This design comes from an exercise in tuning for small area and a short achievable clock period on the open sky130 flow, not from production work. Where RTL was checked, it was by simulation tests only, not by an equivalence proof against the original. No functional check of the RTL was part of run 1. Power figures rest on the tool's default switching activity, not on a simulated workload.

### design/flow/flow/run.sh
#!/bin/bash
# Standard layout, with the adder cells left to ABC (no full/half adder
# extraction before it), port buffers of a plain buffer cell, and timing
# repair aiming at a tighter setup margin.
# make's output goes to standard.log, each ORFS step logs to orfs/logs/.
bash standard.sh ADDER_MAP_FILE= SETUP_SLACK_MARGIN=5.6 \
  "BUFFER_PORTS_ARGS=-buffer_cell sky130_fd_sc_hd__buf_4" finish > standard.log 2>&1
### design/flow/design.v
module CmpTree #(parameter N = 8) (
  input  wire [N-1:0] a,
  input  wire [N-1:0] b,
  output wire         gt,
  output wire         eq
);
  localparam L = (N > 16) ? 5 : (N > 8) ? 4 : (N > 4) ? 3 : (N > 2) ? 2 : 1;
  localparam M = 1 << L;
  wire [M-1:0] g [0:L];
  wire [M-1:0] e [0:L];
  assign g[0] = {{(M-N){1'b0}}, b & ~a};
  assign e[0] = {{(M-N){1'b1}}, ~(a ^ b)};
  genvar l, i;
  generate
    for (l = 0; l < L; l = l + 1) begin : lvl
      for (i = 0; i < (M >> (l + 1)); i = i + 1) begin : nd
        assign g[l+1][i] = g[l][2*i+1] | (e[l][2*i+1] & g[l][2*i]);
        assign e[l+1][i] = e[l][2*i+1] & e[l][2*i];
      end
      if ((M >> (l + 1)) < M) begin : pad
        assign g[l+1][M-1:(M >> (l + 1))] = 0;
        assign e[l+1][M-1:(M >> (l + 1))] = 0;
      end
    end
  endgenerate
  assign gt = g[L][0];
  assign eq = e[L][0];
endmodule
module CmpChain #(parameter N = 23) (
  input  wire [N-1:0] a,
  input  wire [N-1:0] b,
  output wire         gt,
  output wire         eq
);
  wire [N:0] g;
  assign g[0] = 1'b0;
  genvar i;
  generate
    for (i = 0; i < N; i = i + 1) begin : bt
      assign g[i+1] = (b[i] & ~a[i]) | (~(a[i] ^ b[i]) & g[i]);
    end
  endgenerate
  assign gt = g[N];
  assign eq = (a == b);
endmodule
module KsAdd #(parameter N = 24) (
  input  wire [N-1:0] x,
  input  wire [N-1:0] y,
  output wire [N-1:0] s,
  output wire         co
);
  localparam L = (N > 16) ? 5 : (N > 8) ? 4 : (N > 4) ? 3 : (N > 2) ? 2 : 1;
  wire [N-1:0] p = x ^ y;
  wire [N-1:0] g [0:L];
  wire [N-1:0] pp [0:L];
  assign g[0]  = x & y;
  assign pp[0] = p;
  genvar l, i;
  generate
    for (l = 0; l < L; l = l + 1) begin : lvl
      for (i = 0; i < N; i = i + 1) begin : bt
        if (i >= (1 << l)) begin : cb
          assign g[l+1][i]  = g[l][i] | (pp[l][i] & g[l][i - (1 << l)]);
          assign pp[l+1][i] = pp[l][i] & pp[l][i - (1 << l)];
        end else begin : ps
          assign g[l+1][i]  = g[l][i];
          assign pp[l+1][i] = pp[l][i];
        end
      end
    end
  endgenerate
  assign s  = p ^ {g[L][N-2:0], 1'b0};
  assign co = g[L][N-1];
endmodule
module ExpDiff (
  input  wire [7:0] ea,
  input  wire [7:0] eb,
  output wire [7:0] dab,     
  output wire [7:0] dba,     
  output wire       ge,      
  output wire       eq       
);
  wire [7:0] x = ea;
  wire [7:0] y = ~eb;
  wire [7:0] p = x ^ y;
  wire [7:0] g [0:3];
  wire [7:0] pp [0:3];
  assign g[0]  = x & y;
  assign pp[0] = p;
  genvar l, i;
  generate
    for (l = 0; l < 3; l = l + 1) begin : lvl
      for (i = 0; i < 8; i = i + 1) begin : bt
        if (i >= (1 << l)) begin : cb
          assign g[l+1][i]  = g[l][i] | (pp[l][i] & g[l][i - (1 << l)]);
          assign pp[l+1][i] = pp[l][i] & pp[l][i - (1 << l)];
        end else begin : ps
          assign g[l+1][i]  = g[l][i];
          assign pp[l+1][i] = pp[l][i];
        end
      end
    end
  endgenerate
  wire [7:0] c0 = {g[3][6:0], 1'b0};
  wire [7:0] c1 = {g[3][6:0] | pp[3][6:0], 1'b1};
  assign dba = ~(p ^ c0);
  assign dab = p ^ c1;
  assign ge  = g[3][7] | pp[3][7];
  assign eq  = pp[3][7];
endmodule
module SkAdd #(parameter N = 24) (
  input  wire [N-1:0] x,
  input  wire [N-1:0] y,
  output wire [N-1:0] s,
  output wire         co
);
  localparam L = (N > 16) ? 5 : (N > 8) ? 4 : (N > 4) ? 3 : (N > 2) ? 2 : 1;
  wire [N-1:0] p = x ^ y;
  wire [N-1:0] g [0:L];
  wire [N-1:0] pp [0:L];
  assign g[0]  = x & y;
  assign pp[0] = p;
  genvar l, i;
  generate
    for (l = 0; l < L; l = l + 1) begin : lvl
      for (i = 0; i < N; i = i + 1) begin : bt
        if ((i >> l) & 1) begin : cb
          assign g[l+1][i]  = g[l][i] | (pp[l][i] & g[l][((i >> l) << l) - 1]);
          assign pp[l+1][i] = pp[l][i] & pp[l][((i >> l) << l) - 1];
        end else begin : ps
          assign g[l+1][i]  = g[l][i];
          assign pp[l+1][i] = pp[l][i];
        end
      end
    end
  endgenerate
  assign s  = p ^ {g[L][N-2:0], 1'b0};
  assign co = g[L][N-1];
endmodule
module RcAdd #(parameter N = 8) (
  input  wire [N-1:0] x,
  input  wire [N-1:0] y,
  output wire [N-1:0] s,
  output wire         co
);
  wire [N:0] c;
  assign c[0] = 1'b0;
  genvar i;
  generate
    for (i = 0; i < N; i = i + 1) begin : bt
      assign s[i]   = x[i] ^ y[i] ^ c[i];
      assign c[i+1] = (x[i] & y[i]) | (c[i] & (x[i] | y[i]));
    end
  endgenerate
  assign co = c[N];
endmodule
module BkAdd #(parameter N = 24) (
  input  wire [N-1:0] x,
  input  wire [N-1:0] y,
  output wire [N-1:0] s,
  output wire         co
);
  localparam L = (N > 16) ? 5 : (N > 8) ? 4 : (N > 4) ? 3 : (N > 2) ? 2 : 1;
  wire [N-1:0] p = x ^ y;
  wire [N-1:0] gu [0:L];
  wire [N-1:0] pu [0:L];
  assign gu[0] = x & y;
  assign pu[0] = p;
  genvar l, i;
  generate
    for (l = 0; l < L; l = l + 1) begin : up
      for (i = 0; i < N; i = i + 1) begin : bt
        if ((((i + 1) % (2 << l)) == 0)) begin : cb
          assign gu[l+1][i] = gu[l][i] | (pu[l][i] & gu[l][i - (1 << l)]);
          assign pu[l+1][i] = pu[l][i] & pu[l][i - (1 << l)];
        end else begin : ps
          assign gu[l+1][i] = gu[l][i];
          assign pu[l+1][i] = pu[l][i];
        end
      end
    end
  endgenerate
  wire [N-1:0] gd [0:L];
  assign gd[L] = gu[L];
  generate
    for (l = L - 1; l >= 0; l = l - 1) begin : dn
      for (i = 0; i < N; i = i + 1) begin : bt
        if ((((i + 1) % (2 << l)) == (1 << l)) && (i >= (2 << l))) begin : cb
          assign gd[l][i] = gd[l+1][i] | (pu[l][i] & gd[l+1][i - (1 << l)]);
        end else begin : ps
          assign gd[l][i] = gd[l+1][i];
        end
      end
    end
  endgenerate
  assign s  = p ^ {gd[0][N-2:0], 1'b0};
  assign co = gd[0][N-1];
endmodule
module Lzc32 (
  input  wire [31:0] x,
  output wire [4:0]  cnt,
  output wire        zero
);
  wire [15:0] z1; wire [15:0] c1;           
  wire [7:0]  z2; wire [15:0] c2;           
  wire [3:0]  z3; wire [11:0] c3;           
  wire [1:0]  z4; wire [7:0]  c4;           
  genvar i;
  generate
    for (i = 0; i < 16; i = i + 1) begin : l1
      assign z1[i] = ~(x[2*i+1] | x[2*i]);
      assign c1[i] = ~x[2*i+1];
    end
    for (i = 0; i < 8; i = i + 1) begin : l2
      assign z2[i] = z1[2*i+1] & z1[2*i];
      assign c2[2*i+1:2*i] = z1[2*i+1] ? {1'b1, c1[2*i]} : {1'b0, c1[2*i+1]};
    end
    for (i = 0; i < 4; i = i + 1) begin : l3
      assign z3[i] = z2[2*i+1] & z2[2*i];
      assign c3[3*i+2:3*i] = z2[2*i+1] ? {1'b1, c2[4*i+1:4*i]} : {1'b0, c2[4*i+3:4*i+2]};
    end
    for (i = 0; i < 2; i = i + 1) begin : l4
      assign z4[i] = z3[2*i+1] & z3[2*i];
      assign c4[4*i+3:4*i] = z3[2*i+1] ? {1'b1, c3[6*i+2:6*i]} : {1'b0, c3[6*i+5:6*i+3]};
    end
  endgenerate
  assign zero = z4[1] & z4[0];
  assign cnt  = z4[1] ? {1'b1, c4[3:0]} : {1'b0, c4[7:4]};
endmodule
module PipelinedFAdd (
  input  wire        clk,
  input  wire        rst,
  input  wire [31:0] A,
  input  wire [31:0] B,
  input  wire        operation,
  input  wire        in_valid,
  output wire [31:0] result,
  output wire        out_valid
);
  wire [7:0] dab, dba;
  wire       e_ge, e_eq;
  ExpDiff u_ed (.ea(A[30:23]), .eb(B[30:23]), .dab(dab), .dba(dba), .ge(e_ge), .eq(e_eq));
  reg  [31:0] r1_a, r1_b;
  reg  [4:0]  r1_dab, r1_dba;
  reg         r1_op, r1_swap, r1_eeq, r1_far_ab, r1_far_ba;
  always @(posedge clk) begin
    r1_a    <= A;
    r1_b    <= B;
    r1_op   <= operation;
    r1_swap <= ~e_ge | (e_eq & ~(|A[22:0]) & (|B[22:0]));
    r1_eeq  <= e_eq;
    r1_dab    <= dab[4:0];
    r1_dba    <= dba[4:0];
    r1_far_ab <= (|dab[7:5]) | (dab[4] & dab[3]);
    r1_far_ba <= (|dba[7:5]) | (dba[4] & dba[3]);
  end
  wire        sa = r1_a[31];
  wire        sb = r1_b[31] ^ r1_op;
  wire [7:0]  ea = r1_a[30:23];
  wire [7:0]  eb = r1_b[30:23];
  wire [22:0] fa = r1_a[22:0];
  wire [22:0] fb = r1_b[22:0];
  wire ea_nz  = |ea;
  wire eb_nz  = |eb;
  wire fa_nz  = |fa;
  wire fb_nz  = |fb;
  wire a_inf  = (&ea) & ~fa_nz;
  wire b_inf  = (&eb) & ~fb_nz;
  wire a_zero = ~ea_nz & ~fa_nz;
  wire b_zero = ~eb_nz & ~fb_nz;
  wire special = (&ea) | (&eb) | a_zero | b_zero;
  wire sub    = sa ^ sb;
  wire qnan   = a_inf & b_inf & r1_op & sub;
  wire zflip  = a_zero & b_zero & r1_op;
  wire [4:0] d = r1_swap ? r1_dba : r1_dab;
  wire kill   = special | (r1_swap ? r1_far_ba : r1_far_ab);
  wire [7:0]  e_big   = r1_swap ? eb : ea;
  wire [22:0] f_big   = r1_swap ? fb : fa;
  wire [22:0] f_small = r1_swap ? fa : fb;
  wire        h_big   = (r1_swap ? eb_nz : ea_nz) | special;
  wire        h_small = r1_swap ? ea_nz : eb_nz;
  wire [23:0] ms_sh   = {h_small, f_small} >> d;
  wire f_gt, f_eq;
  CmpTree #(23) u_cf (.a(fa), .b(fb), .gt(f_gt), .eq(f_eq));
  wire rev    = r1_eeq & ~special & sub & (r1_swap ? (~f_gt & ~f_eq) : f_gt);
  wire cancel = r1_eeq & ~special & sub & f_eq;
  reg  [7:0]  r2_q;
  reg  [23:0] r2_xb, r2_ys;
  reg         r2_s, r2_sub, r2_qnan;
  always @(posedge clk) begin
    r2_q    <= cancel ? (~e_big - 8'd25) : (~e_big - 8'd1);
    r2_xb   <= {h_big, f_big} ^ {24{sub & ~rev}};
    r2_ys   <= rev ? ~{h_small, f_small} : (kill ? 24'd0 : ms_sh);
    r2_sub  <= sub;
    r2_qnan <= qnan;
    r2_s    <= ~qnan & (((r1_swap ^ rev) ? sb : sa) ^ zflip);
  end
  wire [23:0] ad_s;
  wire        ad_co;
  BkAdd #(24) u_add (.x(r2_xb), .y(r2_ys), .s(ad_s), .co(ad_co));
  reg  [7:0]  r3_q;
  reg  [24:0] r3_sum;
  reg         r3_s, r3_qnan;
  always @(posedge clk) begin
    r3_q    <= r2_q;
    r3_sum  <= {ad_co & ~r2_sub, ad_s ^ {24{r2_sub}}};
    r3_s    <= r2_s;
    r3_qnan <= r2_qnan;
  end
  wire [4:0] lz;
  wire       lz_zero;
  Lzc32 u_lzc (.x({r3_sum, 7'h7F}), .cnt(lz), .zero(lz_zero));
  wire [24:0] sh4 = lz[4] ? {r3_sum[8:0], 16'd0} : r3_sum;
  wire [24:0] sh3 = lz[3] ? {sh4[16:0], 8'd0} : sh4;
  wire [24:0] sh2 = lz[2] ? {sh3[20:0], 4'd0} : sh3;
  wire [24:0] sh1 = lz[1] ? {sh2[22:0], 2'd0} : sh2;
  wire [24:0] sh0 = lz[0] ? {sh1[23:0], 1'd0} : sh1;
  wire [7:0] ne_out;
  wire       ne_co;
  KsAdd #(8) u_exp (.x(r3_q), .y({3'd0, lz}), .s(ne_out), .co(ne_co));
  reg [31:0] r4_res;
  always @(posedge clk)
    r4_res <= {r3_s, ~ne_out, sh0[23] | r3_qnan, sh0[22:1]};
  assign result = r4_res;
  reg [3:0] vld;
  always @(posedge clk or posedge rst)
    if (rst) vld <= 4'b0000;
    else     vld <= {vld[2:0], in_valid};
  assign out_valid = vld[3];
endmodule
### design/flow/constraint.sdc
create_clock -name core_clock -period 8.0 [get_ports {clk}]
set_input_delay 1.6000 -clock core_clock [delete_from_list [all_inputs] [get_ports {clk}]]
set_output_delay 1.6000 -clock core_clock [all_outputs]
set_load 0.01 [all_outputs]
### design/flow/config.mk
export PLATFORM = sky130hd
export DESIGN_NAME = PipelinedFAdd
export DESIGN_NICKNAME = PipelinedFAdd
export VERILOG_FILES = /design/flow/design.v
export SDC_FILE = /design/flow/constraint.sdc
export NUM_CORES = 4
export LEC_CHECK = 0
export ABC_AREA = 1
export CAP_MARGIN = 20
export CORE_MARGIN = 2
export CORE_UTILIZATION = 40
export CTS_BUF_LIST = sky130_fd_sc_hd__clkbuf_8
export CTS_CLUSTER_DIAMETER = 60
export CTS_CLUSTER_SIZE = 25
export SETUP_SLACK_MARGIN = 5
export SLEW_MARGIN = 20
### design/flow/standard.sh
#!/bin/bash
# synth_recipe.tcl (not shown) runs the flow's synth.tcl, then flattens the netlist and writes it again
# the make line also repeats each setting of config.mk as NAME=value (left out here)
make -C /OpenROAD-flow-scripts/flow DESIGN_CONFIG=/design/flow/config.mk WORK_HOME=/design/flow/orfs CLKGATE_MAP_FILE= SYNTH_SCRIPT=/design/flow/synth_recipe.tcl "${@:-finish}"
==> results of run 1 <==
## what timing repair did
action | 4_1_cts | 5_1_grt
buffers inserted | 17 | 33
endpoints found under the setup margin | 103 | 110
gates resized for setup | 112 | 113
pin swaps | 25 | 20
gates cloned | 7 | 9
## layout make-up
type	instances	share of cell area
multi-input combinational	1115	0.454
clock inverter	15	0.0158
timing repair buffer	159	0.108
sequential	208	0.309
clock buffer	22	0.0221
inverter	195	0.0580
tap	341	0.0311
timing repair inverter	2	0.00110
## layer usage
metal	up-vias	GRT usage
li1	5326	-
met4	0	0.0695
met5	-	0
met3	77	0.0227
met1	4555	0.251
met2	334	0.338
## Yosys cell counts, types with 3 or more instances
library cell  instances
a31oi_1               9
nand3_1              64
nand4_1              28
buf_4                 5
o211ai_1             12
inv_2                24
nand2_2              18
o21ai_0             159
nand3b_1              7
xnor2_1              19
a211oi_1              3
buf_2                24
mux2i_1              20
o21ai_1              23
nor3_1               12
o31ai_1               4
dfxtp_1             204
inv_1               170
a21oi_1              51
or2_2                 5
o21ai_2               5
xor2_1               73
nand2_1             393
nor2_4                4
nor4_1               12
nor2_2                7
o22ai_1              14
clkbuf_1             14
dfrtp_1               4
buf_1                 4
buf_6                 5
nor2_1              136
## cells by family (layout without fill, tap and decap cells)
| kind of cell | count (synthesis) | in the layout | synth area share |
|---|---|---|---|
| XOR/XNOR | 93 | 93 | 0.0754 |
| AO/OA/AOI/OAI | 291 | 291 | 0.146 |
| AND/OR/NAND/NOR | 701 | 711 | 0.281 |
| buffers and inverters | 248 | 393 | 0.0950 |
| flip-flops | 208 | 208 | 0.384 |
| multiplexers | 20 | 20 | 0.0184 |
## state kept, by name, summed over array words and instances (netlist names), 4 cells and up
signal  flops
r1_dab      4
r3_q        8
r2_ys      24
r2_q        8
r3_sum     25
r1_dba      5
r2_xb      24
r1_b       32
r4_res     32
vld         4
r1_a       32
## through the flow
step	power (mW)	util	cells	instance area (µm²)	setup slack, ns
6_report	3.92	0.510	2057	13700	5.38
5_1_grt	4.19	0.510	2057	13700	5.34
4_1_cts	3.77	0.484	2015	13000	5.35
3_5_place_dp	2.84	0.441	1954	11900	4.73
3_3_place_gp	2.83	0.441	1954	11900	4.75
2_1_floorplan	2.43	-	1561	10900	5.07
## worst reg2reg max path, cell delays in order, from the launching register on
cell and delay, ns:
dfxtp_4 0.41, buf_16 0.18, inv_2 0.10, or2_1 0.25, o21ai_4 0.13, clkbuf_16 0.22, mux2i_1 0.29, nand2_1 0.13
a22o_1 0.25, nand2_1 0.05, o2111ai_1 0.13, nand2_1 0.11
## report_power, final
group          internal [mW]  switching, mW  leakage (nW)  total, mW
sequential              1.29          0.143          1.76       1.44
combinational          0.686          0.999          4.44       1.68
clock                  0.361          0.436         0.261      0.797
## worst max path at each step
stage,end,cells past startpoint,slack (ns)
3_3_place_gp,r1_swap,13,4.75
6_report,out_valid,1,5.38
5_1_grt,out_valid,1,5.34
2_1_floorplan,r1_swap,12,5.07
4_1_cts,out_valid,1,5.35
3_5_place_dp,r1_swap,13,4.73
==> reports/results.txt, run 1 <==
Seq/Total Area, Yosys -> 0.384
Worst Hold End -> r3_q[7]
Final Skew -> 0.0502 ns
share of cells above drive strength 1 -> 0.235
Crit path max-delay family -> flip-flops
highest metal used -> met4
gr ovfl total -> 0
Die X -> 169 µm
Reg2Reg Setup Slack -> 5.66 ns
Area growth, synth to finish -> 25.7%
status -> timing/DRC/antenna clean
final net count -> 1,770
Post-synth ARST share -> 0.0192
maximum buffer depth of the clock tree -> 3
syn_area_per_cell -> 6.98 µm²
Mapped Nets -> 1,629
CTS H-tree depth -> 1
R2R cell count -> 11
DR iter-0 viols -> 622
Setup crit end kind -> output port
FILL cells -> 2,624
All-Layer GR Usage -> 0.195
post-route clock period utilization -> 0.327
RD Place Congestion -> 0.938
num rows -> 60
n_diodes -> 0
antenna violation net count after detailed routing -> 0
Post-synth EDFFs -> 0
WL/cell -> 14.5 µm
metal1 wirelength -> 13,000 µm
Worst Path Required -> 6.40 ns
Synth Flop Type -> dfxtp_1
CP Buf/Inv Count -> 1
Final Hold Slack -> 0.331 ns
Routed WL -> 29,700 µm
Multi-input gate area -> 0.00623 mm²
power per cell area -> 286 mW/mm²
first-pass GRT wire length -> 45,700 µm
Post-DP HPWL -> 20,800 µm
Worst Min Path Start -> r2_q[7]
Setup TNS -> 0 ns
root buffer cell -> clkbuf_8
Top Ports -> 101
final slew viol count -> 0
Max Freq -> 0.382 GHz
DRC violations left -> 0
critical path type -> reg2out
core box area -> 0.0269 mm²
pin count of the biggest net entering global routing -> 60
Worst slew margin -> 0.446
Synth top area share -> 0.375
crit-path cells -> buf_6
max cap viols -> 0
R2R Path End -> r2_ys[6]
CTS Sinks -> 208
CP arrival -> 1.02 ns
critical path's slowest cell -> dfrtp_1
vias in the first global route -> 9,361
cts-stage hold buffer count -> 0
VDD IR-drop max -> 0.144 mV
crit path from -> vld[3]
final setup vio count -> 0
via count -> 10.3k
yosys warns -> 5
worst slew pin tran -> 0.822 ns
RSZ-0062 raised after global routing -> yes
most common cell after layout, fill and taps aside -> nand2_1
fin crit period -> 2.62 ns
die area -> 0.0286 mm²
Synth area leader -> dfxtp_1
Netlist Area Pre-Place -> 0.0109 mm²
Port Buffer Count -> 100
final hold viol count -> 0
DIE HEIGHT -> 169 µm
top post-synthesis cells by area -> dfxtp_1, nand2_1, o21ai_0
Leakage -> 6.46 nW
Worst-Skew Late Latency -> 0.57 ns
DR WL met3 -> 1490 µm
CP Max Fanout -> 1
Min-Delay Path Class -> reg2reg
startpoint types -> flip-flop
CP max stage delay -> 0.38 ns
Syn Inst Count -> 1,561
Pre-Repair DR Iteration Count -> 5
Worst-path clk slew -> 0.09 ns
met2 WL -> 14,100 µm
sequential cell area -> 0.00424 mm²
Distinct cells, synth -> 53
Initial Util -> 0.406
CTS Buf Count -> 21
Seq cells post-synth -> 208
commonest non-fill, non-tap cells in the layout -> nand2_1, dfxtp_1, inv_1
Vias/cell -> 5.00
WHS Path Cells -> 0
CTS tree -> built
RR Startpoint -> r1_swap
initial antenna violation count -> 0
==> run 2: changes to the inputs <==
--- a/design/flow/design.v
+++ b/design/flow/design.v
@@ -72,25 +72,26 @@
   assign s  = p ^ {g[L][N-2:0], 1'b0};
   assign co = g[L][N-1];
 endmodule
-module ExpDiff (
-  input  wire [7:0] ea,
-  input  wire [7:0] eb,
-  output wire [7:0] dab,     
-  output wire [7:0] dba,     
-  output wire       ge,      
-  output wire       eq       
-);
-  wire [7:0] x = ea;
-  wire [7:0] y = ~eb;
-  wire [7:0] p = x ^ y;
-  wire [7:0] g [0:3];
-  wire [7:0] pp [0:3];
+module ExpDiff #(parameter N = 8) (
+  input  wire [N-1:0] ea,
+  input  wire [N-1:0] eb,
+  output wire [N-1:0] dab,     
+  output wire [N-1:0] dba,     
+  output wire         ge,      
+  output wire         eq       
+);
+  localparam L = (N > 4) ? 3 : (N > 2) ? 2 : 1;
+  wire [N-1:0] x = ea;
+  wire [N-1:0] y = ~eb;
+  wire [N-1:0] p = x ^ y;
+  wire [N-1:0] g [0:L];
+  wire [N-1:0] pp [0:L];
   assign g[0]  = x & y;
   assign pp[0] = p;
   genvar l, i;
   generate
-    for (l = 0; l < 3; l = l + 1) begin : lvl
-      for (i = 0; i < 8; i = i + 1) begin : bt
+    for (l = 0; l < L; l = l + 1) begin : lvl
+      for (i = 0; i < N; i = i + 1) begin : bt
         if (i >= (1 << l)) begin : cb
           assign g[l+1][i]  = g[l][i] | (pp[l][i] & g[l][i - (1 << l)]);
           assign pp[l+1][i] = pp[l][i] & pp[l][i - (1 << l)];
@@ -101,12 +102,12 @@
       end
     end
   endgenerate
-  wire [7:0] c0 = {g[3][6:0], 1'b0};
-  wire [7:0] c1 = {g[3][6:0] | pp[3][6:0], 1'b1};
+  wire [N-1:0] c0 = {g[L][N-2:0], 1'b0};
+  wire [N-1:0] c1 = {g[L][N-2:0] | pp[L][N-2:0], 1'b1};
   assign dba = ~(p ^ c0);
   assign dab = p ^ c1;
-  assign ge  = g[3][7] | pp[3][7];
-  assign eq  = pp[3][7];
+  assign ge  = g[L][N-1] | pp[L][N-1];
+  assign eq  = pp[L][N-1];
 endmodule
 module SkAdd #(parameter N = 24) (
   input  wire [N-1:0] x,
@@ -237,22 +238,22 @@
   output wire [31:0] result,
   output wire        out_valid
 );
-  wire [7:0] dab, dba;
-  wire       e_ge, e_eq;
-  ExpDiff u_ed (.ea(A[30:23]), .eb(B[30:23]), .dab(dab), .dba(dba), .ge(e_ge), .eq(e_eq));
+  wire e_gt, e_eq;
+  CmpTree #(8) u_ce (.a(A[30:23]), .b(B[30:23]), .gt(e_gt), .eq(e_eq));
+  wire [4:0] dab, dba;
+  wire       d_ge, d_eq;
+  ExpDiff #(5) u_ed (.ea(A[27:23]), .eb(B[27:23]), .dab(dab), .dba(dba), .ge(d_ge), .eq(d_eq));
   reg  [31:0] r1_a, r1_b;
   reg  [4:0]  r1_dab, r1_dba;
-  reg         r1_op, r1_swap, r1_eeq, r1_far_ab, r1_far_ba;
+  reg         r1_op, r1_swap, r1_eeq;
   always @(posedge clk) begin
     r1_a    <= A;
     r1_b    <= B;
     r1_op   <= operation;
-    r1_swap <= ~e_ge | (e_eq & ~(|A[22:0]) & (|B[22:0]));
+    r1_swap <= e_gt | (e_eq & ~(|A[22:0]) & (|B[22:0]));
     r1_eeq  <= e_eq;
-    r1_dab    <= dab[4:0];
-    r1_dba    <= dba[4:0];
-    r1_far_ab <= (|dab[7:5]) | (dab[4] & dab[3]);
-    r1_far_ba <= (|dba[7:5]) | (dba[4] & dba[3]);
+    r1_dab  <= dab;
+    r1_dba  <= dba;
   end
   wire        sa = r1_a[31];
   wire        sb = r1_b[31] ^ r1_op;
@@ -272,9 +273,11 @@
   wire sub    = sa ^ sb;
   wire qnan   = a_inf & b_inf & r1_op & sub;
   wire zflip  = a_zero & b_zero & r1_op;
-  wire [4:0] d = r1_swap ? r1_dba : r1_dab;
-  wire kill   = special | (r1_swap ? r1_far_ba : r1_far_ab);
   wire [7:0]  e_big   = r1_swap ? eb : ea;
+  wire [7:0]  e_small = r1_swap ? ea : eb;
+  wire [4:0]  d       = r1_swap ? r1_dba : r1_dab;
+  wire [7:0]  e_diff  = e_big - e_small;
+  wire        kill    = special | (e_diff > 8'd23);
   wire [22:0] f_big   = r1_swap ? fb : fa;
   wire [22:0] f_small = r1_swap ? fa : fb;
   wire        h_big   = (r1_swap ? eb_nz : ea_nz) | special;
==> design/flow/flow/run.sh (replaced) <==
#!/bin/bash
# Standard layout, with the adder cells left to ABC (no full/half adder
# extraction before it), port buffers of a plain buffer cell, and timing
# repair aiming at a tighter setup margin.
# make's output goes to standard.log, each ORFS step logs to orfs/logs/.
bash standard.sh ADDER_MAP_FILE= SETUP_SLACK_MARGIN=5.6 \
  "BUFFER_PORTS_ARGS=-buffer_cell sky130_fd_sc_hd__buf_2" finish > standard.log 2>&1
==> reports/results.txt, run 2 <==
Leakage -> 6.57 nW (was 6.46 nW)
Post-DP HPWL -> 23,100 µm (was 20,800 µm)
RR Startpoint -> r1_swap (unchanged)
Cell Int Power -> 2.32 mW (was 2.34 mW)
CP max stage delay -> 0.36 ns (was 0.38 ns)
crit path from -> vld[3] (unchanged)
final net count -> 1,867 (was 1,770)
DRC violations left -> 0 (unchanged)
Final Skew -> 0.0727 ns (was 0.0502 ns)
Worst Path Required -> 6.40 ns (about the same)
Worst slew margin -> 0.544 (was 0.446)
DR iter-0 viols -> 860 (was 622)
Post-synth ARST share -> 0.0194 (was 0.0192)
pin count of the biggest net entering global routing -> 88 (was 60)
startpoint types -> flip-flop (unchanged)
Crit path max-delay family -> flip-flops (unchanged)
most common cell after layout, fill and taps aside -> nand2_1 (unchanged)
root buffer cell -> clkbuf_8 (unchanged)
commonest non-fill, non-tap cells in the layout -> nand2_1, dfxtp_1, inv_1 (unchanged)
fin crit period -> 2.60 ns (was 2.62 ns)
Post-synth EDFFs -> 0 (unchanged)
gr ovfl total -> 0 (unchanged)
Seq cells post-synth -> 206 (was 208)
power per cell area -> 287 mW/mm² (was 286 mW/mm²)
CTS Buf Count -> 18 (was 21)
crit-path cells -> buf_2 (was buf_6)
Seq/Total Area, Yosys -> 0.376 (was 0.384)
VDD IR-drop max -> 0.151 mV (was 0.144 mV)
max cap viols -> 0 (unchanged)
Mapped Nets -> 1,716 (was 1,629)
CP Max Fanout -> 1 (unchanged)
Worst-path clk slew -> 0.10 ns (was 0.09 ns)
antenna violation net count after detailed routing -> 0 (unchanged)
Vias/cell -> 5.16 (was 5.00)
Worst-Skew Late Latency -> 0.56 ns (was 0.57 ns)
biggest registers after layout -> r1_a (32), r1_b (32), r4_res (32) (unchanged)
first-pass GRT wire length -> 48,100 µm (was 45,700 µm)
Synth top area share -> 0.367 (was 0.375)
vias in the first global route -> 9,620 (was 9,361)
Syn Inst Count -> 1,648 (was 1,561)
Switching Share -> 0.414 (was 0.403)
WL/cell -> 15.6 µm (was 14.5 µm)
top post-synthesis cells by area -> dfxtp_1, nand2_1, o21ai_0 (unchanged)
CTS Sinks -> 206 (was 208)
RD Place Congestion -> 0.885 (was 0.938)
maximum buffer depth of the clock tree -> 3 (unchanged)
Initial Util -> 0.407 (was 0.406)
Reg2Reg Setup Slack -> 5.61 ns (was 5.66 ns)
met3 Use GR -> 0.0223 (was 0.0227)
Pre-Repair DR Iteration Count -> 6 (was 5)
Port Buffer Count -> 100 (unchanged)
final hold viol count -> 0 (unchanged)
Netlist Area Pre-Place -> 0.0110 mm² (was 0.0109 mm²)
Sequential Power Share -> 0.356 (was 0.367)
most numerous cell in the Yosys netlist -> nand2_1 (unchanged)
post-route clock period utilization -> 0.324 (was 0.327)
Min-Delay Path Class -> reg2reg (unchanged)
critical path type -> reg2out (unchanged)
Synth Flop Type -> dfxtp_1 (unchanged)
met1 usage -> 0.273 (was 0.251)
post-layout util -> 0.511 (was 0.510)
syn_area_per_cell -> 6.68 µm² (was 6.98 µm²)
Routed WL -> 33,600 µm (was 29,700 µm)
CP Buf/Inv Count -> 1 (unchanged)
Setup TNS -> 0 ns (unchanged)
Worst Min Path Start -> r3_s (was r2_q[7])
GRT met2 Usage -> 0.358 (was 0.338)
Max Freq -> 0.385 GHz (was 0.382 GHz)
RSZ-0062 raised after global routing -> yes (unchanged)
final setup vio count -> 0 (unchanged)
Area growth, synth to finish -> 25.5% (was 25.7%)
die area -> 0.0289 mm² (was 0.0286 mm²)
final instance area -> 0.0138 mm² (was 0.0137 mm²)
status -> timing/DRC/antenna clean (unchanged)
logic gate share of total power -> 0.456 (was 0.430)
yosys warns -> 6 (was 5)
core box area -> 0.0270 mm² (was 0.0269 mm²)
via count -> 11.1k (was 10.3k)
CTS tree -> built (unchanged)
worst slew pin tran -> 0.683 ns (was 0.822 ns)
CP arrival -> 1.00 ns (was 1.02 ns)
Distinct cells, synth -> 52 (was 53)
critical path's slowest cell -> dfrtp_1 (unchanged)
initial antenna violation count -> 0 (unchanged)
Setup crit end kind -> output port (unchanged)
CTS H-tree depth -> 1 (unchanged)
placed cell areas -> 0.0118 mm² (was 0.0119 mm²)
Top Ports -> 101 (unchanged)
n_diodes -> 0 (unchanged)
clock network fraction of total power -> 0.188 (was 0.203)
DIE HEIGHT -> 170 µm (was 169 µm)
Final Hold Slack -> 0.337 ns (was 0.331 ns)
Die X -> 170 µm (was 169 µm)
GRT busiest layer -> met2 (unchanged)
num rows -> 60 (unchanged)
Sw Pwr -> 1.64 mW (was 1.58 mW)
All-Layer GR Usage -> 0.207 (was 0.195)
top cells by instance count after synthesis -> nand2_1, dfxtp_1, inv_1 (unchanged)
final slew viol count -> 0 (unchanged)
Synth area leader -> dfxtp_1 (unchanged)
share of cells above drive strength 1 -> 0.205 (was 0.235)
[run 2: cell count changes after synthesis, moves of 8 or more]
cell     change
nand2_2     -14
a21oi_1      -8
nand3_1     +33
inv_2        -9
o21ai_0     -20
o21ai_1     +29
nand2_1     +82
nor2_1      +21
[run 2: logic make-up after synthesis]
group,count (synthesis),synth area share
compound gates,282,0.139
simple gates,813,0.308
buf+inv,237,0.0867
flops,206,0.376
xor+xnor,95,0.0762
mux,15,0.0136
[run 2: per-layer routing]
metal,part of all wire,wire [µm]
met1,0.44,14600
met4,0.035,1160
met3,0.059,1970
met5,0,0
met2,0.47,15800
[run 2: final timing paths]
check / endpoint / depth (start not counted)
worst min register to register: r4_res[31] / 0
min in group asynchronous: vld[0] / 2
worst max-delay path: out_valid / 1
max in group asynchronous: vld[3] / 2
worst min-delay path: r4_res[31] / 0
worst max register to register: r2_ys[16] / 13
[run 2: final cells by class]
class	count	area (µm²)
Clock buffer	22	303
Timing Repair inverter	5	36.3
Fill cell	2732	13200
Tap cell	341	427
Timing Repair Buffer	170	1350
Multi-Input combinational cell	1214	6610
Clock inverter	10	169
Inverter	184	749
Sequential cell	206	4170
[run 2: stage by stage]
step	setup WS, ns	instances	total power [mW]
final	5.40	2152	3.96
after global routing	5.34	2152	4.24
after CTS	5.36	2087	3.72
after detailed placement	4.81	2040	2.88
after global placement	4.81	2040	2.87
after floorplan	5.37	1648	2.48
[run 2: power by group through the flow]
stage | clock [mW] | combinational (mW) | sequential [mW]
2_1_floorplan | 0 | 1.07 | 1.42
3_3_place_gp | 0 | 1.45 | 1.42
3_5_place_dp | 0 | 1.46 | 1.43
4_1_cts | 0.770 | 1.55 | 1.40
5_1_grt | 0.805 | 2.00 | 1.43
6_report | 0.744 | 1.80 | 1.41
[run 2: repair_timing]
item                                    in CTS  in global routing
resized for setup                           38                178
pin swaps                                    5                 43
setup buffers                               12                 48
endpoints found under the setup margin     110                122
cloned                                       3                 17
hold buffers                                 0                  0
==> run 3: changes to the inputs <==
==> design/flow/flow/run.sh (replaced) <==
#!/bin/bash
# Standard layout, with the adder cells left to ABC (no full/half adder
# extraction before it), port buffers of a plain buffer cell, a shallower
# clock tree, and timing repair aiming at a tighter setup margin.
# make's output goes to standard.log, each ORFS step logs to orfs/logs/.
bash standard.sh ADDER_MAP_FILE= SETUP_SLACK_MARGIN=5.6 \
  "BUFFER_PORTS_ARGS=-buffer_cell sky130_fd_sc_hd__buf_2" \
  "CTS_ARGS=-sink_clustering_enable -repair_clock_nets -sink_clustering_size 25 -sink_clustering_max_diameter 60 -buf_list sky130_fd_sc_hd__clkbuf_8 -root_buf sky130_fd_sc_hd__clkbuf_16 -sink_clustering_levels 1 -num_static_layers 0" \
  finish > standard.log 2>&1
==> reports/results.txt, run 3 <==
main combinational cell family by area after synthesis -> simple AND/OR/NAND/NOR gates (unchanged)
Area growth, synth to finish -> 22.3% (was 25.5%)
startpoint types -> flip-flop (unchanged)
Port Buffer Count -> 100 (unchanged)
final net count -> 1,853 (was 1,867)
post-synthesis compound-gate area fraction -> 0.139 (unchanged)
post-route clock period utilization -> 0.319 (was 0.324)
Synth area leader -> dfxtp_1 (unchanged)
DR iter-0 viols -> 736 (was 860)
final setup vio count -> 0 (unchanged)
gr ovfl total -> 0 (unchanged)
Synth Area in XOR/XNOR -> 0.0762 (unchanged)
root buffer cell -> clkbuf_16 (was clkbuf_8)
yosys warns -> 6 (unchanged)
Post-DP HPWL -> 23,100 µm (unchanged)
syn_area_per_cell -> 6.68 µm² (unchanged)
Synth Area in Adders -> 0 (unchanged)
Worst Path Required -> 6.40 ns (about the same)
maximum buffer depth of the clock tree -> 3 (unchanged)
Min-Delay Path Class -> reg2reg (unchanged)
fin crit period -> 2.55 ns (was 2.60 ns)
CP Max Fanout -> 1 (unchanged)
Synth Flop Type -> dfxtp_1 (unchanged)
Crit path max-delay family -> flip-flops (unchanged)
Post-synth ARST share -> 0.0194 (unchanged)
Vias/cell -> 5.11 (was 5.16)
Routed WL -> 32,700 µm (was 33,600 µm)
FILL cells -> 2,799 (was 2,732)
CP arrival -> 0.95 ns (was 1.00 ns)
Leakage -> 6.46 nW (was 6.57 nW)
critical path's slowest cell -> dfrtp_1 (unchanged)
CTS Sinks -> 206 (unchanged)
most numerous cell in the Yosys netlist -> nand2_1 (unchanged)
final worst slack -> 5.45 ns (was 5.40 ns)
CTS Buf Count -> 18 (unchanged)
Worst-path clk slew -> 0.10 ns (about the same)
Worst-Skew Late Latency -> 0.50 ns (was 0.56 ns)
top cells by instance count after synthesis -> nand2_1, dfxtp_1, inv_1 (unchanged)
DIE HEIGHT -> 170 µm (unchanged)
Worst slew margin -> 0.550 (was 0.544)
status -> timing/DRC/antenna clean (unchanged)
Netlist Area Pre-Place -> 0.0110 mm² (unchanged)
Distinct cells, synth -> 52 (unchanged)
Seq cells post-synth -> 206 (unchanged)
crit-path cells -> buf_2 (unchanged)
CTS H-tree depth -> 1 (unchanged)
vias in the first global route -> 9,635 (was 9,620)
antenna violation net count after detailed routing -> 0 (unchanged)
Synth top area share -> 0.367 (unchanged)
Die X -> 170 µm (unchanged)
die area -> 0.0289 mm² (unchanged)
commonest non-fill, non-tap cells in the layout -> nand2_1, dfxtp_1, inv_1 (unchanged)
CTS tree -> built (unchanged)
mux cell area share after synthesis -> 0.0136 (unchanged)
Pre-Repair DR Iteration Count -> 5 (was 6)
via count -> 10.9k (was 11.1k)
Seq/Total Area, Yosys -> 0.376 (unchanged)
cts-stage hold buffer count -> 0 (unchanged)
WL/cell -> 15.3 µm (was 15.6 µm)
worst slew pin tran -> 0.674 ns (was 0.683 ns)
VDD IR-drop max -> 0.152 mV (was 0.151 mV)
RD Place Congestion -> 0.885 (unchanged)
final hold viol count -> 0 (unchanged)
CP Buf/Inv Count -> 1 (unchanged)
simple-gate share of the synthesized area -> 0.308 (unchanged)
RSZ-0062 raised after global routing -> yes (unchanged)
Initial Util -> 0.407 (unchanged)
DRC violations left -> 0 (unchanged)
num rows -> 60 (unchanged)
top post-synthesis cells by area -> dfxtp_1, nand2_1, o21ai_0 (unchanged)
Mapped Nets -> 1,716 (unchanged)
max cap viols -> 0 (unchanged)
core box area -> 0.0270 mm² (unchanged)
final slew viol count -> 0 (unchanged)
n_diodes -> 0 (unchanged)
total chip power -> 3.92 mW (was 3.96 mW)
Top Ports -> 101 (unchanged)
post-place setup slack -> 4.81 ns (unchanged)
Final Skew -> 0.0581 ns (was 0.0727 ns)
initial antenna violation count -> 0 (unchanged)
Max Freq -> 0.392 GHz (was 0.385 GHz)
All-Layer GR Usage -> 0.210 (was 0.207)
critical path type -> reg2out (unchanged)
biggest registers after layout -> r1_a (32), r1_b (32), r4_res (32) (unchanged)
most common cell after layout, fill and taps aside -> nand2_1 (unchanged)
CP max stage delay -> 0.36 ns (about the same)
Setup TNS -> 0 ns (unchanged)
Post-synth EDFFs -> 0 (unchanged)
first-pass GRT wire length -> 48,400 µm (was 48,100 µm)
Setup crit end kind -> output port (unchanged)
pin count of the biggest net entering global routing -> 88 (unchanged)
Syn Inst Count -> 1,648 (unchanged)
share of cells above drive strength 1 -> 0.179 (was 0.205)
power per cell area -> 291 mW/mm² (was 287 mW/mm²)
[run 3: cell counts after synthesis]
Identical to the previous run, type by type.
[run 3: final cells by class]
cell class                      instances  area [µm²]  area share
Clock inverter                         10         169      0.0125
Multi-Input combinational cell       1212        6410       0.476
Sequential cell                       206        4160       0.309
Clock buffer                           22         337      0.0250
Tap cell                              341         427      0.0317
Inverter                              184         749      0.0556
Timing Repair Buffer                  158        1180      0.0878
Timing Repair inverter                  5        36.3     0.00269
[run 3: final timing paths]
path | slack [ns] | depth (start not counted) | to | startpoint
max | 5.45 | 1 | out_valid | vld[3]
min | 0.34 | 0 | r4_res[31] | r3_s
max reg2reg | 5.57 | 11 | r2_ys[10] | r1_swap
min reg2reg | 0.34 | 0 | r4_res[31] | r3_s
max in group asynchronous | 6.86 | 2 | vld[3] | rst
min in group asynchronous | 1.00 | 2 | vld[0] | rst
[run 3: metrics by stage]
| stage | instance area, µm² | hold WS (ns) | cells | utilization |
|---|---|---|---|---|
| 6_report | 13500 | 0.337 | 2138 | 0.498 |
| 4_1_cts | 12600 | 0.338 | 2089 | 0.466 |
| 3_3_place_gp | 11800 | 0.311 | 2040 | 0.435 |
| 5_1_grt | 13500 | 0.343 | 2138 | 0.498 |
| 3_5_place_dp | 11800 | 0.312 | 2040 | 0.436 |
| 2_1_floorplan | 11100 | 0.310 | 1648 | - |
[run 3: logic make-up after synthesis]
logic type,after synthesis
mux,15
simple gates,813
buf+inv,237
compound gates,282
xor+xnor,95
flops,206
[run 3: layer usage]
layer,vias up,GRT usage,part of all wire
li1,5585,-,-
met1,4923,0.273,0.44
met2,346,0.353,0.47
met3,68,0.0309,0.054
met4,0,0.0777,0.037
met5,-,0,0
[run 3: power breakdown]
| group | total, mW | internal, mW | switching, mW |
|---|---|---|---|
| combinational | 1.73 | 0.640 | 1.09 |
| sequential | 1.41 | 1.27 | 0.140 |
| clock | 0.781 | 0.401 | 0.380 |
| total | 3.92 | 2.31 | 1.61 |
[run 3: what timing repair did]
action,CTS,global route
hold endpoints to repair,0,0
resized for setup,40,118
pin swaps,11,26
setup endpoints to repair,111,122
cloned,5,12
buffers inserted,12,37
==> run 4: changes to the inputs <==
==> design/flow/flow/run.sh (replaced) <==
#!/bin/bash
# Standard layout, with the adder cells left to ABC (no full/half adder
# extraction before it), port buffers of a plain buffer cell, a shallower
# clock tree, and timing repair aiming at a tighter setup margin.
# make's output goes to standard.log, each ORFS step logs to orfs/logs/.
bash standard.sh ADDER_MAP_FILE= SETUP_SLACK_MARGIN=5.5 \
  "BUFFER_PORTS_ARGS=-buffer_cell sky130_fd_sc_hd__buf_2" \
  "CTS_ARGS=-sink_clustering_enable -repair_clock_nets -sink_clustering_size 25 -sink_clustering_max_diameter 60 -buf_list sky130_fd_sc_hd__clkbuf_8 -root_buf sky130_fd_sc_hd__clkbuf_16 -sink_clustering_levels 1 -num_static_layers 0" \
  finish > standard.log 2>&1
==> reports/results.txt, run 4 <==
status -> timing/DRC/antenna clean (unchanged)
Worst Path Required -> 6.40 ns (about the same)
critical path type -> reg2out (unchanged)
share of cells above drive strength 1 -> 0.159 (was 0.179)
cts-stage hold buffer count -> 0 (unchanged)
Post-synth EDFFs -> 0 (unchanged)
fin crit period -> 2.58 ns (was 2.55 ns)
CTS H-tree depth -> 1 (unchanged)
Syn Inst Count -> 1,648 (unchanged)
Synth area leader -> dfxtp_1 (unchanged)
CTS Buf Count -> 20 (was 18)
post-route clock period utilization -> 0.322 (was 0.319)
DR iter-0 viols -> 792 (was 736)
final net count -> 1,832 (was 1,853)
Setup TNS -> 0 ns (unchanged)
VDD IR-drop max -> 0.155 mV (was 0.152 mV)
worst slew pin tran -> 0.694 ns (was 0.674 ns)
top post-synthesis cells by area -> dfxtp_1, nand2_1, o21ai_0 (unchanged)
antenna violation net count after detailed routing -> 0 (unchanged)
logic gate share of total power -> 0.429 (was 0.441)
Worst-path clk slew -> 0.11 ns (was 0.10 ns)
CTS tree -> built (unchanged)
Initial Util -> 0.407 (unchanged)
first-pass GRT wire length -> 49,500 µm (was 48,400 µm)
RSZ-0062 raised after global routing -> yes (unchanged)
max cap viols -> 0 (unchanged)
final slew viol count -> 0 (unchanged)
Routed WL -> 32,100 µm (was 32,700 µm)
Sequential Power Share -> 0.371 (was 0.360)
core box area -> 0.0270 mm² (unchanged)
gr ovfl total -> 0 (unchanged)
Setup crit end kind -> output port (unchanged)
pin count of the biggest net entering global routing -> 45 (was 88)
Pre-Repair DR Iteration Count -> 5 (unchanged)
Sw Pwr -> 1.62 mW (was 1.61 mW)
CP max stage delay -> 0.37 ns (was 0.36 ns)
vias in the first global route -> 9,775 (was 9,635)
DIE HEIGHT -> 170 µm (unchanged)
die area -> 0.0289 mm² (unchanged)
Seq/Total Area, Yosys -> 0.376 (unchanged)
Max Freq -> 0.388 GHz (was 0.392 GHz)
Synth Flop Type -> dfxtp_1 (unchanged)
Cell Int Power -> 2.19 mW (was 2.31 mW)
most numerous cell in the Yosys netlist -> nand2_1 (unchanged)
crit-path cells -> buf_2 (unchanged)
Port Buffer Count -> 100 (unchanged)
Distinct cells, synth -> 52 (unchanged)
Min-Delay Path Class -> reg2reg (unchanged)
Synth top area share -> 0.367 (unchanged)
syn_area_per_cell -> 6.68 µm² (unchanged)
maximum buffer depth of the clock tree -> 3 (unchanged)
CP Buf/Inv Count -> 1 (unchanged)
final hold viol count -> 0 (unchanged)
final instance area -> 0.0131 mm² (was 0.0135 mm²)
top cells by instance count after synthesis -> nand2_1, dfxtp_1, inv_1 (unchanged)
critical path's slowest cell -> dfrtp_1 (unchanged)
Mapped Nets -> 1,716 (unchanged)
CTS Sinks -> 206 (unchanged)
Switching Share -> 0.426 (was 0.410)
startpoint types -> flip-flop (unchanged)
Vias/cell -> 5.07 (was 5.11)
most common cell after layout, fill and taps aside -> nand2_1 (unchanged)
clock network fraction of total power -> 0.200 (was 0.199)
All-Layer GR Usage -> 0.214 (was 0.210)
Area growth, synth to finish -> 19.0% (was 22.3%)
WL/cell -> 15.1 µm (was 15.3 µm)
RD Place Congestion -> 0.944 (was 0.885)
n_diodes -> 0 (unchanged)
Post-DP HPWL -> 23,500 µm (was 23,100 µm)
initial antenna violation count -> 0 (unchanged)
biggest registers after layout -> r1_a (32), r1_b (32), r4_res (32) (unchanged)
via count -> 10.7k (was 10.9k)
power per cell area -> 291 mW/mm² (about the same)
Netlist Area Pre-Place -> 0.0110 mm² (unchanged)
final setup vio count -> 0 (unchanged)
Leakage -> 6.29 nW (was 6.46 nW)
num rows -> 60 (unchanged)
placed cell areas -> 0.0118 mm² (about the same)
CP arrival -> 0.98 ns (was 0.95 ns)
Final Skew -> 0.0273 ns (was 0.0581 ns)
DRC violations left -> 0 (unchanged)
CP Max Fanout -> 1 (unchanged)
Crit path max-delay family -> flip-flops (unchanged)
Post-synth ARST share -> 0.0194 (unchanged)
Die X -> 170 µm (unchanged)
root buffer cell -> clkbuf_16 (unchanged)
commonest non-fill, non-tap cells in the layout -> nand2_1, dfxtp_1, inv_1 (unchanged)
Worst slew margin -> 0.537 (was 0.550)
Seq cells post-synth -> 206 (unchanged)
Worst-Skew Late Latency -> 0.51 ns (was 0.50 ns)
Top Ports -> 101 (unchanged)
yosys warns -> 6 (unchanged)
==> run 4: changes by cell type in the layout (fill, tap and decap cells not counted), sizes merged <==
| cell | delta |
|---|---|
| clkinvlp | -4 |
| bufbuf | +1 |
| clkinv | +5 |
| inv | +4 |
| bufinv | -3 |
| clkbuf | -6 |
| o21ai | -1 |
| buf | -15 |
==> run 4: layout make-up <==
| type | instances | area (µm²) |
|---|---|---|
| clock buffer | 21 | 323 |
| clock inverter | 15 | 186 |
| fill | 2783 | 13900 |
| inverter | 184 | 752 |
| multi-input combinational | 1211 | 6290 |
| sequential | 206 | 4160 |
| tap | 341 | 427 |
| timing repair buffer | 139 | 955 |
| timing repair inverter | 2 | 15.0 |
==> run 4: timing repair <==
item,4_1_cts,5_1_grt
setup endpoints to repair,110,120
hold endpoints to repair,0,0
resized for setup,35,86
setup buffers,12,21
gates cloned,4,6
pin swaps,7,13
==> run 4: through the flow <==
stage,power [mW],cells,worst slack [ns],util,hold slack (ns)
2_1_floorplan,2.48,1648,5.37,-,0.310
3_3_place_gp,2.89,2040,4.51,0.435,0.312
3_5_place_dp,2.89,2040,4.53,0.435,0.312
4_1_cts,3.71,2092,5.40,0.466,0.339
5_1_grt,4.11,2119,5.37,0.485,0.345
6_report,3.81,2119,5.42,0.485,0.337
==> run 4: power by group through the flow <==
stage / Combinational [mW] / Clock (mW) / Sequential, mW
3_3_place_gp: 1.46 / 0 / 1.42
6_report: 1.63 / 0.764 / 1.41
4_1_cts: 1.52 / 0.793 / 1.40
2_1_floorplan: 1.07 / 0 / 1.42
5_1_grt: 1.84 / 0.833 / 1.44
3_5_place_dp: 1.46 / 0 / 1.43
==> run 4: cell families after synthesis <==
family	synth area share
AND/OR/NAND/NOR	0.308
flip-flops	0.376
multiplexers	0.0136
buffers and inverters	0.0867
XOR/XNOR	0.0762
AO/OA/AOI/OAI	0.139
==> run 4: layer usage <==
layer,vias up,wire length [µm],GRT usage
li1,5555,-,-
met4,0,1380,0.0795
met2,387,14400,0.360
met1,4709,14200,0.281
met5,-,0,0
met3,84,2040,0.0270
==> run 4: path summary, 6_finish.rpt <==
check                             to    start  slack [ns]  depth (start not counted)
max                        out_valid   vld[3]        5.42                          1
min                          r3_q[6]  r2_q[6]        0.34                          0
max reg2reg                r2_ys[12]  r1_swap        5.62                         13
min reg2reg                  r3_q[6]  r2_q[6]        0.34                          0
max in group asynchronous     vld[1]      rst        6.88                          2
min in group asynchronous     vld[3]      rst        0.98                          2
==> run 5: changes to the inputs <==
==> design/flow/flow/run.sh (replaced) <==
#!/bin/bash
# Standard layout, with the adder cells left to ABC (no full/half adder
# extraction before it), port buffers of a plain buffer cell, a shallower
# clock tree, and timing repair aiming at a tighter setup margin.
# make's output goes to standard.log, each ORFS step logs to orfs/logs/.
bash standard.sh ADDER_MAP_FILE= SETUP_SLACK_MARGIN=5.5 \
  "BUFFER_PORTS_ARGS=-buffer_cell sky130_fd_sc_hd__buf_2" \
  "CTS_ARGS=-sink_clustering_enable -repair_clock_nets -sink_clustering_size 20 -sink_clustering_max_diameter 50 -buf_list sky130_fd_sc_hd__clkbuf_8 -root_buf sky130_fd_sc_hd__clkbuf_16 -sink_clustering_levels 1 -num_static_layers 0" \
  finish > standard.log 2>&1
==> reports/results.txt, run 5 <==
status -> timing/DRC/antenna clean (unchanged)
Worst Path Required -> 6.40 ns (about the same)
final instance area -> 0.0132 mm² (was 0.0131 mm²)
top cells by instance count after synthesis -> nand2_1, dfxtp_1, inv_1 (unchanged)
Cell Int Power -> 2.29 mW (was 2.19 mW)
gr ovfl total -> 0 (unchanged)
die area -> 0.0289 mm² (unchanged)
DRC violations left -> 0 (unchanged)
final worst slack -> 5.44 ns (was 5.42 ns)
critical path's slowest cell -> dfrtp_1 (unchanged)
final slew viol count -> 0 (unchanged)
Distinct cells, synth -> 52 (unchanged)
cts-stage hold buffer count -> 0 (unchanged)
final net count -> 1,834 (was 1,832)
Die X -> 170 µm (unchanged)
commonest non-fill, non-tap cells in the layout -> nand2_1, dfxtp_1, inv_1 (unchanged)
Setup TNS -> 0 ns (unchanged)
Crit path max-delay family -> flip-flops (unchanged)
Final Instance Count excl. Fillers -> 2,125 (was 2,119)
Final Hold Slack -> 0.329 ns (was 0.337 ns)
final hold viol count -> 0 (unchanged)
Leakage -> 6.32 nW (was 6.29 nW)
critical path type -> reg2out (unchanged)
Sequential Power Share -> 0.362 (was 0.371)
Worst-Skew Late Latency -> 0.52 ns (was 0.51 ns)
All-Layer GR Usage -> 0.214 (about the same)
Worst slew margin -> 0.534 (was 0.537)
Synth area leader -> dfxtp_1 (unchanged)
antenna violation net count after detailed routing -> 0 (unchanged)
Area growth, synth to finish -> 19.6% (was 19.0%)
Netlist Area Pre-Place -> 0.0110 mm² (unchanged)
maximum buffer depth of the clock tree -> 3 (unchanged)
Post-synth ARST share -> 0.0194 (unchanged)
Syn Inst Count -> 1,648 (unchanged)
root buffer cell -> clkbuf_16 (unchanged)
Worst-path clk slew -> 0.07 ns (was 0.11 ns)
yosys warns -> 6 (unchanged)
post-route clock period utilization -> 0.320 (was 0.322)
Seq cells post-synth -> 206 (unchanged)
max cap viols -> 0 (unchanged)
CP Max Fanout -> 1 (unchanged)
FILL cells -> 2,800 (was 2,783)
WL/cell -> 15.1 µm (about the same)
Initial Util -> 0.407 (unchanged)
CTS tree -> built (unchanged)
Max Freq -> 0.391 GHz (was 0.388 GHz)
vias in the first global route -> 9,827 (was 9,775)
Switching Share -> 0.413 (was 0.426)
top post-synthesis cells by area -> dfxtp_1, nand2_1, o21ai_0 (unchanged)
CTS Sinks -> 206 (unchanged)
CP max stage delay -> 0.36 ns (was 0.37 ns)
clock network fraction of total power -> 0.223 (was 0.200)
Post-DP HPWL -> 23,500 µm (unchanged)
fin crit period -> 2.56 ns (was 2.58 ns)
Routed WL -> 32,000 µm (was 32,100 µm)
Setup crit end kind -> output port (unchanged)
syn_area_per_cell -> 6.68 µm² (unchanged)
Top Ports -> 101 (unchanged)
via count -> 10.8k (was 10.7k)
most common cell after layout, fill and taps aside -> nand2_1 (unchanged)
Sw Pwr -> 1.61 mW (was 1.62 mW)
DR iter-0 viols -> 742 (was 792)
RSZ-0062 raised after global routing -> yes (unchanged)
Vias/cell -> 5.08 (was 5.07)
Synth Flop Type -> dfxtp_1 (unchanged)
num rows -> 60 (unchanged)
first-pass GRT wire length -> 49,700 µm (was 49,500 µm)
post-place setup slack -> 4.53 ns (unchanged)
share of cells above drive strength 1 -> 0.159 (about the same)
logic gate share of total power -> 0.415 (was 0.429)
Min-Delay Path Class -> reg2reg (unchanged)
Pre-Repair DR Iteration Count -> 5 (unchanged)
pin count of the biggest net entering global routing -> 45 (unchanged)
Seq/Total Area, Yosys -> 0.376 (unchanged)
n_diodes -> 0 (unchanged)
CTS H-tree depth -> 1 (unchanged)
Synth top area share -> 0.367 (unchanged)
Post-synth EDFFs -> 0 (unchanged)
CP arrival -> 0.96 ns (was 0.98 ns)
DP Cell Count -> 2,040 (unchanged)
most numerous cell in the Yosys netlist -> nand2_1 (unchanged)
biggest registers after layout -> r1_a (32), r1_b (32), r4_res (32) (unchanged)
worst slew pin tran -> 0.691 ns (was 0.694 ns)
DIE HEIGHT -> 170 µm (unchanged)
core box area -> 0.0270 mm² (unchanged)
CP Buf/Inv Count -> 1 (unchanged)
initial antenna violation count -> 0 (unchanged)
placed cell areas -> 0.0118 mm² (unchanged)
Mapped Nets -> 1,716 (unchanged)
VDD IR-drop max -> 0.139 mV (was 0.155 mV)
power per cell area -> 296 mW/mm² (was 291 mW/mm²)
crit-path cells -> buf_2 (unchanged)
CTS Buf Count -> 24 (was 20)
final setup vio count -> 0 (unchanged)
startpoint types -> flip-flop (unchanged)
Port Buffer Count -> 100 (unchanged)
RD Place Congestion -> 0.944 (unchanged)
Final Skew -> 0.0456 ns (was 0.0273 ns)
run 5: cells by family after synthesis:
kind of cell,after synthesis,share of synthesized area
xor+xnor,95,0.0762
compound gates,282,0.139
mux,15,0.0136
buf+inv,237,0.0867
simple gates,813,0.308
flops,206,0.376
run 5: power groups by stage:
stage	Sequential (mW)	Clock, mW	Combinational, mW
floorplan	1.42	0	1.07
global placement	1.42	0	1.46
detailed placement	1.43	0	1.46
CTS	1.40	0.899	1.52
global route	1.44	0.940	1.83
finish	1.41	0.871	1.62
run 5: layout make-up:
cell class,count,area (µm²),share of cell area
multi-input combinational,1210,6270,0.476
clock inverter,15,184,0.0140
timing repair buffer,137,931,0.0707
inverter,184,744,0.0565
timing repair inverter,3,21.3,0.00161
tap,341,427,0.0324
clock buffer,29,433,0.0329
sequential,206,4160,0.316
run 5: worst paths after layout:
| check | from | end | slack (ns) | cells after the start |
|---|---|---|---|---|
| worst min register to register | r2_q[3] | r3_q[3] | 0.33 | 0 |
| worst max-delay path | vld[3] | out_valid | 5.44 | 1 |
| worst max register to register | r1_b[11] | r2_xb[18] | 5.65 | 14 |
| max in group asynchronous | rst | vld[3] | 6.86 | 2 |
| worst min-delay path | r2_q[3] | r3_q[3] | 0.33 | 0 |
| min in group asynchronous | rst | vld[0] | 0.99 | 2 |
run 5: repair_timing:
action,in CTS,in global routing
cloned,5,5
setup buffers,14,17
endpoints found under the setup margin,110,116
pin swaps,7,10
resized for setup,36,80
run 5: through the flow:
step	total power, mW	utilization
after global routing	4.20	0.487
after global placement	2.89	0.435
after detailed placement	2.89	0.435
final	3.90	0.487
after CTS	3.82	0.471
after floorplan	2.48	-
run 5: per-layer routing:
layer  part of all wire  up-vias  global-route usage  wire length [µm]
met5                  0        -                   0                 0
li1                   -     5569                   -                 -
met4              0.037        0              0.0777              1200
met2               0.45      398               0.363             14500
met3              0.062       75              0.0274              2000
met1               0.45     4746               0.280             14300
==> run 6: changes to the inputs <==
==> design/flow/flow/run.sh (replaced) <==
#!/bin/bash
# Standard layout, with the adder cells left to ABC (no full/half adder
# extraction before it), port buffers of a plain buffer cell, a shallower
# clock tree, and timing repair aiming at a tighter setup margin.
# make's output goes to standard.log, each ORFS step logs to orfs/logs/.
bash standard.sh ADDER_MAP_FILE= SETUP_SLACK_MARGIN=5.4 \
  "BUFFER_PORTS_ARGS=-buffer_cell sky130_fd_sc_hd__buf_2" \
  "CTS_ARGS=-sink_clustering_enable -repair_clock_nets -sink_clustering_size 20 -sink_clustering_max_diameter 50 -buf_list sky130_fd_sc_hd__clkbuf_8 -root_buf sky130_fd_sc_hd__clkbuf_16 -sink_clustering_levels 1 -num_static_layers 0" \
  finish > standard.log 2>&1
==> reports/results.txt, run 6 <==
status -> timing/DRC/antenna clean (unchanged)
Top Ports -> 101 (unchanged)
Worst Path Required -> 6.40 ns (about the same)
Post-DP HPWL -> 23,400 µm (was 23,500 µm)
RD Place Congestion -> 0.945 (was 0.944)
Pre-Repair DR Iteration Count -> 5 (unchanged)
critical path's slowest cell -> dfrtp_1 (unchanged)
yosys warns -> 6 (unchanged)
antenna violation net count after detailed routing -> 0 (unchanged)
CP max stage delay -> 0.36 ns (about the same)
Seq/Total Area, Yosys -> 0.376 (unchanged)
crit path from -> vld[3] (unchanged)
Worst-Skew Late Latency -> 0.52 ns (about the same)
Synth top area share -> 0.367 (unchanged)
Netlist Area Pre-Place -> 0.0110 mm² (unchanged)
Final Skew -> 0.0464 ns (was 0.0456 ns)
startpoint types -> flip-flop (unchanged)
RR Startpoint -> r1_b[11] (unchanged)
Initial Util -> 0.407 (unchanged)
n_diodes -> 0 (unchanged)
CTS H-tree depth -> 1 (unchanged)
Reg2Reg Setup Slack -> 5.46 ns (was 5.65 ns)
Setup TNS -> 0 ns (unchanged)
post-place setup slack -> 4.51 ns (was 4.53 ns)
Die X -> 170 µm (unchanged)
first-pass GRT wire length -> 49,100 µm (was 49,700 µm)
most numerous cell in the Yosys netlist -> nand2_1 (unchanged)
die area -> 0.0289 mm² (unchanged)
Mapped Nets -> 1,716 (unchanged)
cts-stage hold buffer count -> 0 (unchanged)
vias in the first global route -> 9,607 (was 9,827)
Setup crit end kind -> output port (unchanged)
final slew viol count -> 0 (unchanged)
Min-Delay Path Class -> reg2reg (unchanged)
Vias/cell -> 5.06 (was 5.08)
Crit path max-delay family -> flip-flops (unchanged)
CTS Buf Count -> 23 (was 24)
VDD IR-drop max -> 0.156 mV (was 0.139 mV)
CTS tree -> built (unchanged)
Post-synth EDFFs -> 0 (unchanged)
gr ovfl total -> 0 (unchanged)
R2R cell count -> 14 (unchanged)
num rows -> 60 (unchanged)
Area growth, synth to finish -> 16.9% (was 19.6%)
Post-synth ARST share -> 0.0194 (unchanged)
Switching Share -> 0.424 (was 0.413)
crit-path cells -> buf_2 (unchanged)
root buffer cell -> clkbuf_16 (unchanged)
top post-synthesis cells by area -> dfxtp_1, nand2_1, o21ai_0 (unchanged)
DRC violations left -> 0 (unchanged)
RSZ-0062 raised after global routing -> yes (unchanged)
Synth area leader -> dfxtp_1 (unchanged)
CP arrival -> 0.96 ns (about the same)
placed cell areas -> 0.0118 mm² (unchanged)
All-Layer GR Usage -> 0.211 (was 0.214)
core box area -> 0.0270 mm² (unchanged)
Worst path depth -> 1 (unchanged)
final worst slack -> 5.44 ns (about the same)
Cell Int Power -> 2.17 mW (was 2.29 mW)
max cap viols -> 0 (unchanged)
CP Buf/Inv Count -> 1 (unchanged)
commonest non-fill, non-tap cells in the layout -> nand2_1, dfxtp_1, inv_1 (unchanged)
Leakage -> 6.21 nW (was 6.32 nW)
final net count -> 1,823 (was 1,834)
WL/cell -> 14.9 µm (was 15.1 µm)
CP Max Fanout -> 1 (unchanged)
worst slew pin tran -> 0.759 ns (was 0.691 ns)
post-route clock period utilization -> 0.320 (about the same)
share of cells above drive strength 1 -> 0.141 (was 0.159)
Sequential Power Share -> 0.372 (was 0.362)
Port Buffer Count -> 100 (unchanged)
CTS Sinks -> 206 (unchanged)
Sw Pwr -> 1.60 mW (was 1.61 mW)
logic gate share of total power -> 0.417 (was 0.415)
maximum buffer depth of the clock tree -> 3 (unchanged)
final instance area -> 0.0129 mm² (was 0.0132 mm²)
clock network fraction of total power -> 0.212 (was 0.223)
fin crit period -> 2.56 ns (about the same)
Worst slew margin -> 0.492 (was 0.534)
power per cell area -> 292 mW/mm² (was 296 mW/mm²)
Routed WL -> 31,500 µm (was 32,000 µm)
DIE HEIGHT -> 170 µm (unchanged)
Worst-path clk slew -> 0.09 ns (was 0.07 ns)
Syn Inst Count -> 1,648 (unchanged)
syn_area_per_cell -> 6.68 µm² (unchanged)
Worst Min Path Start -> r2_qnan (was r2_q[3])
via count -> 10.7k (was 10.8k)
final setup vio count -> 0 (unchanged)
Seq cells post-synth -> 206 (unchanged)
crit path to -> out_valid (unchanged)
top cells by instance count after synthesis -> nand2_1, dfxtp_1, inv_1 (unchanged)
most common cell after layout, fill and taps aside -> nand2_1 (unchanged)
Max Freq -> 0.391 GHz (about the same)
pin count of the biggest net entering global routing -> 49 (was 45)
final hold viol count -> 0 (unchanged)
critical path type -> reg2out (unchanged)
Synth Flop Type -> dfxtp_1 (unchanged)
Distinct cells, synth -> 52 (unchanged)
DR iter-0 viols -> 660 (was 742)
biggest registers after layout -> r1_a (32), r1_b (32), r4_res (32) (unchanged)
initial antenna violation count -> 0 (unchanged)
R2R Path End -> r2_xb[16] (was r2_xb[18])
[run 6: cell counts after synthesis]
No cell type changed its count.
[run 6: logic make-up after synthesis]
group / after synthesis / synth area share
xor+xnor: 95 / 0.0762
flops: 206 / 0.376
buf+inv: 237 / 0.0867
compound gates: 282 / 0.139
simple gates: 813 / 0.308
mux: 15 / 0.0136
[run 6: timing repair]
| item | in CTS | in global routing |
|---|---|---|
| gates cloned | 3 | 5 |
| endpoints found under the hold margin | 0 | 0 |
| setup buffers | 8 | 15 |
| pin swaps | 4 | 8 |
| endpoints found under the setup margin | 55 | 81 |
| gates resized for setup | 26 | 47 |
[run 6: final cells by class]
type	instances	area (µm²)
clock buffer	23	350
clock inverter	17	194
fill	2822	14100
inverter	184	747
multi-input combinational	1210	6220
sequential	206	4150
tap	341	427
timing repair buffer	128	771
timing repair inverter	2	16.3
[run 6: worst min path at each step]
stage	to	slack [ns]	cells after the start
after floorplan	r3_q[0]	0.31	0
after global placement	r3_q[0]	0.31	0
after detailed placement	r3_q[7]	0.31	0
after CTS	r3_qnan	0.34	0
after global routing	r3_qnan	0.34	0
final	r3_qnan	0.33	0
[run 6: per-layer routing]
| layer | GRT usage | routed length [µm] | part of all wire | vias up |
|---|---|---|---|---|
| met5 | 0 | 0 | 0 | - |
| met1 | 0.280 | 14100 | 0.45 | 4740 |
| met2 | 0.356 | 14300 | 0.45 | 361 |
| li1 | - | - | - | 5518 |
| met3 | 0.0237 | 1880 | 0.060 | 69 |
| met4 | 0.0732 | 1210 | 0.039 | 0 |
[run 6: stage by stage]
step                       util  hold WS, ns  cells  total power, mW
after floorplan               -        0.310   1648             2.48
after global placement    0.435        0.312   2040             2.88
after detailed placement  0.435        0.312   2040             2.89
after CTS                 0.464        0.336   2091             3.74
after global routing      0.476        0.345   2111             4.06
final                     0.476        0.335   2111             3.76
[run 6: power by group through the flow]
stage,Sequential [mW],Combinational (mW),Clock [mW]
3_3_place_gp,1.42,1.46,0
6_report,1.40,1.57,0.797
4_1_cts,1.40,1.51,0.825
5_1_grt,1.42,1.77,0.866
3_5_place_dp,1.43,1.46,0
2_1_floorplan,1.42,1.07,0

## separate check: timing with driven ports
The results above use ideal ports. As a check the final layouts listed here were re-extracted and re-timed, cells and wires unchanged.
Step 1, drivers: a clkbuf_16 drives clk and a buf_2 each remaining input, both assumed.
Step 2 also shifts input and output timing later by t, the mid clock arrival at the registers, as if the neighbouring blocks saw the same clock.
Three values: ideal, step 1, step 2; two values: the first two.
run | shift t [ns] | setup slack, ns | hold WS [ns] | worst data-port slew with drivers (ns) | cell pins on the clock port's net
run 1 | 0.590 | 5.380 / 5.335 / 4.938 | 0.331 / 0.331 / 0.331 | 0.06 | 1
run 2 | 0.576 | 5.405 / 5.357 / 5.102 | 0.337 / 0.337 / 0.337 | 0.03 | 1
run 3 | 0.526 | 5.449 / 5.399 / 5.147 | 0.337 / 0.337 / 0.337 | 0.03 | 1
run 4 | 0.542 | 5.421 / 5.372 / 4.994 | 0.337 / 0.337 / 0.337 | 0.04 | 1
run 5 | 0.542 | 5.441 / 5.391 / 5.038 | 0.329 / 0.329 / 0.329 | 0.04 | 1
run 6 | 0.543 | 5.443 / 5.394 / 4.976 | 0.335 / 0.335 / 0.335 | 0.04 | 1
After both steps setup and hold are still met in every run listed. The setup slack of run 6, which loses most, moves by -0.049 ns with the drivers and by -0.467 ns with both steps.
